Context: an optimization exercise on an open-source flow, tuned for small area. The choices shown serve that exercise and are no tape-out recipe.
At most, simulation tests tie the RTL to the original design; equivalence was not proved.
The clock input has no modelled driver; a real chip could not lean on it and would need a root buffer or a full tree.
Power is estimated from default activity; no workload was simulated.

==> flow/design.v (excerpt) <==
module top_parking_system_4slot(
    input  wire        clk,
    input  wire        rst,
    input  wire        entry_pulse,
    input  wire        exit_pulse_for_system,
    input  wire        payment_received,
    input  wire [1:0]  exit_car_select,
    output wire        entry_gate,
    output wire        exit_gate,
    output wire        full_led,
    output wire        fee_ready,
    output wire [3:0]  occupancy,
    output wire [2:0]  free_count,
    output wire [15:0] e0,
    output wire [15:0] e1,
    output wire [15:0] e2,
    output wire [15:0] e3,
    output wire [31:0] fee
);
Size in the first run: roughly 95 flip-flops, ~110 I/O pins, roughly 5300 µm² of cells after synthesis.
export LEC_CHECK = 0
export CAP_MARGIN = 20
export CORE_MARGIN = 2
export CORE_UTILIZATION = 65
export CTS_BUF_LIST = sky130_fd_sc_hd__clkbuf_8
export PLACE_DENSITY = 0.75
export SLEW_MARGIN = 20
create_clock -name core_clock -period 4.0 [get_ports {clk}]
run.sh (not shown) runs the stock make flow with config.mk's settings and CLKGATE_MAP_FILE= SYNTH_SCRIPT=/design/flow/synth_recipe.tcl, a recipe that flattens the netlist after the stock synthesis.
Edit:
CORE_UTILIZATION = 40   (was 65)
CTS_BUF_LIST = unset   (was sky130_fd_sc_hd__clkbuf_8)
PLACE_DENSITY = 0.6   (was 0.75)
The new run completed with no timing, DRC or antenna violations.
Final area went up by 2.6%.
Via count went down by 1.6%.
Clock skew went down by 0.0062 ns.
Register-to-register slack is better by 0.06 ns.
Sequential cell count is unchanged.
Total power went up by 3.8%.
Worst setup slack is better by 0.060 ns.
Sequential power stays flat.
Global-route usage went down by 8.8 points.
Edit:
==> flow/flow/run.sh (new file) <==
#!/bin/bash
# Standard layout, with the port buffers made of the smallest buffer cell.
set -euo pipefail
export BUFFER_PORTS_ARGS="-buffer_cell sky130_fd_sc_hd__buf_1"
bash standard.sh > standard.log 2>&1
==> flow/standard.sh (new file) <==
#!/bin/bash
# synth_recipe.tcl (not shown) runs the flow's synth.tcl, then flattens the netlist and writes it again
# the make line also repeats each setting of config.mk as NAME=value (left out here)
make -C /OpenROAD-flow-scripts/flow DESIGN_CONFIG=/design/flow/config.mk WORK_HOME=/design/flow/orfs CLKGATE_MAP_FILE= SYNTH_SCRIPT=/design/flow/synth_recipe.tcl "${@:-finish}"
CORE_UTILIZATION = 65   (was 40)
CTS_BUF_LIST = sky130_fd_sc_hd__clkbuf_8   (was unset)
PLACE_DENSITY = 0.75   (was 0.6)
removed: flow/run.sh
Clock power goes down by 20%.
Flip-flop and latch count does not change.
Power shrinks by 13%.
Clock-buffer cell count drops by 5.
No functional check of the RTL was part of any run of this note.

---

## job 101
Another version of the RTL of top_parking_system_4slot (not shown whole).
Size in the first run: roughly 410 cells after synthesis, roughly 5100 um2 of cells after synthesis.
==> flow/config.mk <==
export PLATFORM = sky130hd
export DESIGN_NAME = top_parking_system_4slot
export DESIGN_NICKNAME = top_parking_system_4slot
export VERILOG_FILES = /design/flow/design.v
export SDC_FILE = /design/flow/constraint.sdc
export NUM_CORES = 4
export LEC_CHECK = 0
export CAP_MARGIN = 20
export CORE_MARGIN = 2
export CORE_UTILIZATION = 50
export PLACE_DENSITY = 0.65
export SLEW_MARGIN = 20
==> flow/constraint.sdc <==
create_clock -name core_clock -period 4.0 [get_ports {clk}]
set_input_delay 0.8000 -clock core_clock [delete_from_list [all_inputs] [get_ports {clk}]]
set_output_delay 0.8000 -clock core_clock [all_outputs]
set_load 0.01 [all_outputs]
standard.sh (not shown) runs the stock make flow with config.mk's settings and CLKGATE_MAP_FILE= SYNTH_SCRIPT=/design/flow/synth_recipe.tcl, a recipe that flattens the netlist after the stock synthesis.
==> flow/flow/run.sh <==
#!/bin/bash
# Standard layout, with: the port buffers made of the smallest buffer cell; one
# tie cell for all constant outputs; and a one-level clock tree (the clock port
# drives four clock buffers, each driving a cluster of flip-flops), built by
# flow/clock_tree.tcl in place of TritonCTS.
set -euo pipefail
export BUFFER_PORTS_ARGS="-buffer_cell sky130_fd_sc_hd__buf_1"
export SKIP_REPAIR_TIE_FANOUT=1
export PRE_CTS_TCL="$PWD/flow/clock_tree.tcl"
bash standard.sh > standard.log 2>&1
Other scripts of this flow, unchanged in this note and not shown: flow/flow/clock_tree.tcl
Input-level comparison between job 102 and job 101:
- changing PLACE_DENSITY from 0.65 to 0.75
- changing CORE_UTILIZATION from 50 to 65
## What came out
On post-route worst hold slack, job 102 and job 101 are basically level.
Any difference in insertion delay of the later-clocked pin in the worst-skew pair between job 101 and job 102 is small enough to ignore.
Between job 102 and job 101, the difference in cell area after layout is negligible.
Combinational power for job 102 is higher than for job 101.
For the cell count, job 102 came in 4.1% lower than job 101 did.
Changes in job 103 relative to job 102:
- putting GPL_ROUTABILITY_DRIVEN at 0 where nothing was set
- swapping 65 for 50 in CORE_UTILIZATION
- swapping 0.75 for 0.65 in PLACE_DENSITY
## What came out
Taking job 102 as the reference, in job 103 via count now smaller, sequential power comparable, area growth from synthesis to final layout lower, final design instance area without fill essentially unchanged, sequential cell count of the final layout flat. A worst setup path startpoint of ld[0] is what job 103 shows, while ld[2] belongs to job 102. From job 102 to job 103 the numbers moved as follows: setup slack now sits lower, height of the die grew by 12 um, share of the cycle needed by the critical path after routing now larger.
### job 103 -> job 104
- a change of PLACE_DENSITY from 0.65 to 0.8
- a deleted GPL_ROUTABILITY_DRIVEN that had been 0
- Summary of job 104 over job 103: top achievable clock speed saw little to no change; highest net fanout along the worst path saw little to no change; final critical delay including setup and external delays saw an increase; power density over cell area saw an increase.
- Relative to job 103, post-placement setup slack has decreased by 0.0058 ns in job 104.
- Summary of job 104 over job 103: switching power as a share of total power +0.44 points; slack of the critical path decreased 0.011 ns.
Relative to job 104, the following input files were edited for job 105:
- changing PLACE_DENSITY from 0.8 to 0.6
- changing CORE_UTILIZATION from 50 to 40
[summary]
Job 105 ended with every stage complete and zero timing, DRC or antenna violations.
Between job 105 and job 104, post-route minimum period is lower for job 105, job 104 comes in above that.
Relative to job 104, total wire length after detailed routing decreased by about 3.2% in job 105.
Comparing job 105 and job 104, the higher routability congestion estimate from global placement is on job 104.
Summary: with job 104 as the reference, total chip power in job 105 moved down by a few percent.
No run of this note takes its clock network from TritonCTS; it comes from the design's own scripts or RTL.

---

The RTL this note starts from:
==> flow/design.v <==
module top_parking_system_4slot(
    input  wire        clk,
    input  wire        rst,
    input  wire        entry_pulse,
    input  wire        exit_pulse_for_system,
    input  wire        payment_received,
    input  wire [1:0]  exit_car_select,
    output wire        entry_gate,
    output wire        exit_gate,
    output wire        full_led,
    output wire        fee_ready,
    output wire [3:0]  occupancy,
    output wire [2:0]  free_count,
    output wire [15:0] e0,
    output wire [15:0] e1,
    output wire [15:0] e2,
    output wire [15:0] e3,
    output wire [31:0] fee
);
reg        st_f, st_x, st_y;
reg [3:0]  occ;
reg        slot_available;
reg [1:0]  exit_slot;
reg [3:0]  ld;                  
reg [3:0]  run;
reg [15:0] t0, t1, t2, t3;
wire idle     = ~st_f & ~st_x & ~st_y;
wire alloc    = ~st_f & ~st_x &  st_y;
wire free     =  st_f & st_y & payment_received;
wire go_alloc = entry_pulse & slot_available;
wire go_exit  = ~go_alloc & exit_pulse_for_system & (|occ);
assign entry_gate = st_x & ~st_y;
assign exit_gate  = st_x &  st_y;
assign fee_ready  = st_f;
assign full_led   = ~slot_available;
assign occupancy  = occ;
assign free_count = 3'd4 - ({2'd0, occ[0]} + {2'd0, occ[1]} + {2'd0, occ[2]} + {2'd0, occ[3]});
wire [3:0] lo_empty = {occ[0] & occ[1] & occ[2] & ~occ[3],
                       occ[0] & occ[1] & ~occ[2],
                       occ[0] & ~occ[1],
                       ~occ[0]};
wire sel_occ = occ[exit_car_select];
wire [1:0] free_idx = sel_occ  ? exit_car_select :
                      occ[0]   ? 2'd0 :
                      occ[1]   ? 2'd1 :
                      occ[2]   ? 2'd2 : 2'd3;
wire [3:0] free_oh = 4'b0001 << free_idx;
wire [1:0] exit_next = free ? free_idx : exit_slot;
always @(posedge clk or posedge rst) begin
    if (rst) begin
        st_f <= 1'b0; st_x <= 1'b0; st_y <= 1'b0;
        occ <= 4'b0;
        slot_available <= 1'b1;
        exit_slot <= 2'd0;
        ld <= 4'b0;
        run <= 4'b0;
    end else begin
        st_f <= (idle & go_exit) | (st_f & ~(st_y & payment_received));
        st_x <= alloc | free;
        st_y <= (idle & go_alloc) | st_f;
        occ <= (occ & ~(free ? free_oh : 4'b0)) | (alloc ? lo_empty : 4'b0);
        exit_slot <= exit_next;
        slot_available <= ~(&occ);
        ld <= {4{payment_received}} & (4'b0001 << exit_next);
        run <= occ;
    end
end
wire [3:0] clr = occ & ~run;
wire [16:0] c0, c1, c2, c3;
assign c0[0] = run[0];
assign c1[0] = run[1];
assign c2[0] = run[2];
assign c3[0] = run[3];
genvar k;
generate for (k = 0; k < 16; k = k + 1) begin : tb
    assign c0[k+1] = c0[k] & t0[k];
    assign c1[k+1] = c1[k] & t1[k];
    assign c2[k+1] = c2[k] & t2[k];
    assign c3[k+1] = c3[k] & t3[k];
    always @(posedge clk or posedge rst) begin
        if (rst) begin
            t0[k] <= 1'b0; t1[k] <= 1'b0; t2[k] <= 1'b0; t3[k] <= 1'b0;
        end else begin
            t0[k] <= ~clr[0] & (t0[k] ^ c0[k]);
            t1[k] <= ~clr[1] & (t1[k] ^ c1[k]);
            t2[k] <= ~clr[2] & (t2[k] ^ c2[k]);
            t3[k] <= ~clr[3] & (t3[k] ^ c3[k]);
        end
    end
end endgenerate
reg [10:0] y_lo;
reg        y_cm;
reg [15:9] t_hi;
wire bill = |ld;
wire [15:0] t_sel = ({16{ld[0]}} & t0) | ({16{ld[1]}} & t1) |
                    ({16{ld[2]}} & t2) | ({16{ld[3]}} & t3);
wire [11:2] cl;
wire [10:2] sl;
assign cl[2] = 1'b0;
generate for (k = 2; k < 9; k = k + 1) begin : lo_add
    assign sl[k]   = t_sel[k] ^ t_sel[k-2] ^ cl[k];
    assign cl[k+1] = (t_sel[k] & t_sel[k-2]) | (cl[k] & (t_sel[k] ^ t_sel[k-2]));
end endgenerate
wire ca0 = t_sel[9] & t_sel[7];      
wire ca1 = t_sel[9] | t_sel[7];      
wire pb  = t_sel[10] ^ t_sel[8];
wire sb0 = pb ^ ca0;
wire sb1 = pb ^ ca1;
wire cb0 = (t_sel[10] & t_sel[8]) | (ca0 & pb);
wire cb1 = (t_sel[10] & t_sel[8]) | (ca1 & pb);
assign sl[9] = t_sel[9] ^ t_sel[7] ^ cl[9];
assign sl[10] = cl[9] ? sb1 : sb0;
assign cl[11]   = cl[9] ? cb1 : cb0;
always @(posedge clk or posedge rst) begin
    if (rst) begin
        y_lo <= 11'd0; y_cm <= 1'b0; t_hi <= 7'd0;
    end else begin
        y_lo <= {sl, t_sel[1:0]} | ({11{~bill}} & y_lo);
        y_cm <= cl[11] | (~bill & y_cm);
        t_hi <= t_sel[15:9] | ({7{~bill}} & t_hi);
    end
end
wire [17:11] ah = {2'b00, t_hi[15:11]};
wire [17:11] bh = t_hi[15:9];
wire [18:11] ch;
wire [17:11] sh;
assign ch[11] = y_cm;
generate for (k = 11; k < 18; k = k + 1) begin : hi_add
    assign sh[k]   = ah[k] ^ bh[k] ^ ch[k];
    assign ch[k+1] = (ah[k] & bh[k]) | (ch[k] & (ah[k] ^ bh[k]));
end endgenerate
wire [18:11] y_hi = {ch[18], sh};
assign e0 = t0;
assign e1 = t1;
assign e2 = t2;
assign e3 = t3;
assign fee = {12'd0, y_hi, y_lo, 1'b0};
endmodule
==> flow/config.mk <==
export PLATFORM = sky130hd
export DESIGN_NAME = top_parking_system_4slot
export DESIGN_NICKNAME = top_parking_system_4slot
export VERILOG_FILES = /design/flow/design.v
export SDC_FILE = /design/flow/constraint.sdc
export NUM_CORES = 4
export LEC_CHECK = 0
export CAP_MARGIN = 20
export CORE_MARGIN = 2
export CORE_UTILIZATION = 65
export CTS_BUF_LIST = sky130_fd_sc_hd__clkbuf_8
export PLACE_DENSITY = 0.75
export SLEW_MARGIN = 20
==> flow/constraint.sdc <==
create_clock -name core_clock -period 4.0 [get_ports {clk}]
set_input_delay 0.8000 -clock core_clock [delete_from_list [all_inputs] [get_ports {clk}]]
set_output_delay 0.8000 -clock core_clock [all_outputs]
set_load 0.01 [all_outputs]
==> flow/flow/run.sh <==
#!/bin/bash
# Standard layout, with the port buffers made of the smallest buffer cell and
# a clock tree of few large leaf buffers without dummy loads.
set -euo pipefail
export BUFFER_PORTS_ARGS="-buffer_cell sky130_fd_sc_hd__buf_1"
export CTS_ARGS="-sink_clustering_enable -repair_clock_nets -dont_use_dummy_load -buf_list sky130_fd_sc_hd__clkbuf_8"
export SKIP_REPAIR_TIE_FANOUT=1
bash standard.sh > standard.log 2>&1
The first run went through all stages and came out clean.
Rerun with:
Settings changed: CORE_UTILIZATION 65 to 80, PLACE_DENSITY 0.75 to 0.88.
The new run finished with setup timing left.
Utilization went up by 18 points.
Maximum frequency falls by 3.8%.
Wire length rose by 26%.
Global-route usage climbs by 13 points.
Combinational power is higher by about 10%.
Non-clock buffer count rises by 10.
Sequential power stays flat.

[re-timing with driven ports]
No port has a modelled driver above. Below, the same layouts with a new extraction and two added sets of constraints. Step 1 (the two cells are an assumption about what drives the block):
set clk [get_ports {clk}]
set_driving_cell -lib_cell sky130_fd_sc_hd__clkbuf_16 $clk
set_driving_cell -lib_cell sky130_fd_sc_hd__buf_2 [delete_from_list [all_inputs] $clk]
Step 2 also shifts input and output timing later by t, the mid clock arrival at the registers, as if the neighbouring blocks saw the same clock. a / b / c = ideal / step 1 / step 2; a / b = the first two.
run	t (ns)	setup slack, ns	latest minus earliest clock arrival (ns)
the first run of note 1	0.380	0.188 / 0.157 / 0.342	0.012 / 0.012
the second run of note 1	0.380	0.249 / 0.205 / 0.401	0.006 / 0.006
the third run of note 1	0.391	0.393 / 0.393 / 0.393	0.018 / 0.018
job 101	0.243	0.103 / 0.103 / 0.103	0.013 / 0.014
job 102	0.239	0.120 / 0.071 / 0.120	0.024 / 0.024
job 103	0.243	0.103 / 0.103 / 0.103	0.013 / 0.014
job 104	0.249	0.092 / 0.092 / 0.092	0.023 / 0.022
job 105	0.242	0.097 / 0.097 / 0.097	0.041 / 0.042
the first run of note 3	0.378	0.097 / 0.068 / 0.119	0.020 / 0.020
the second run of note 3	0.396	-0.055 / -0.055 / -0.055	0.025 / 0.025
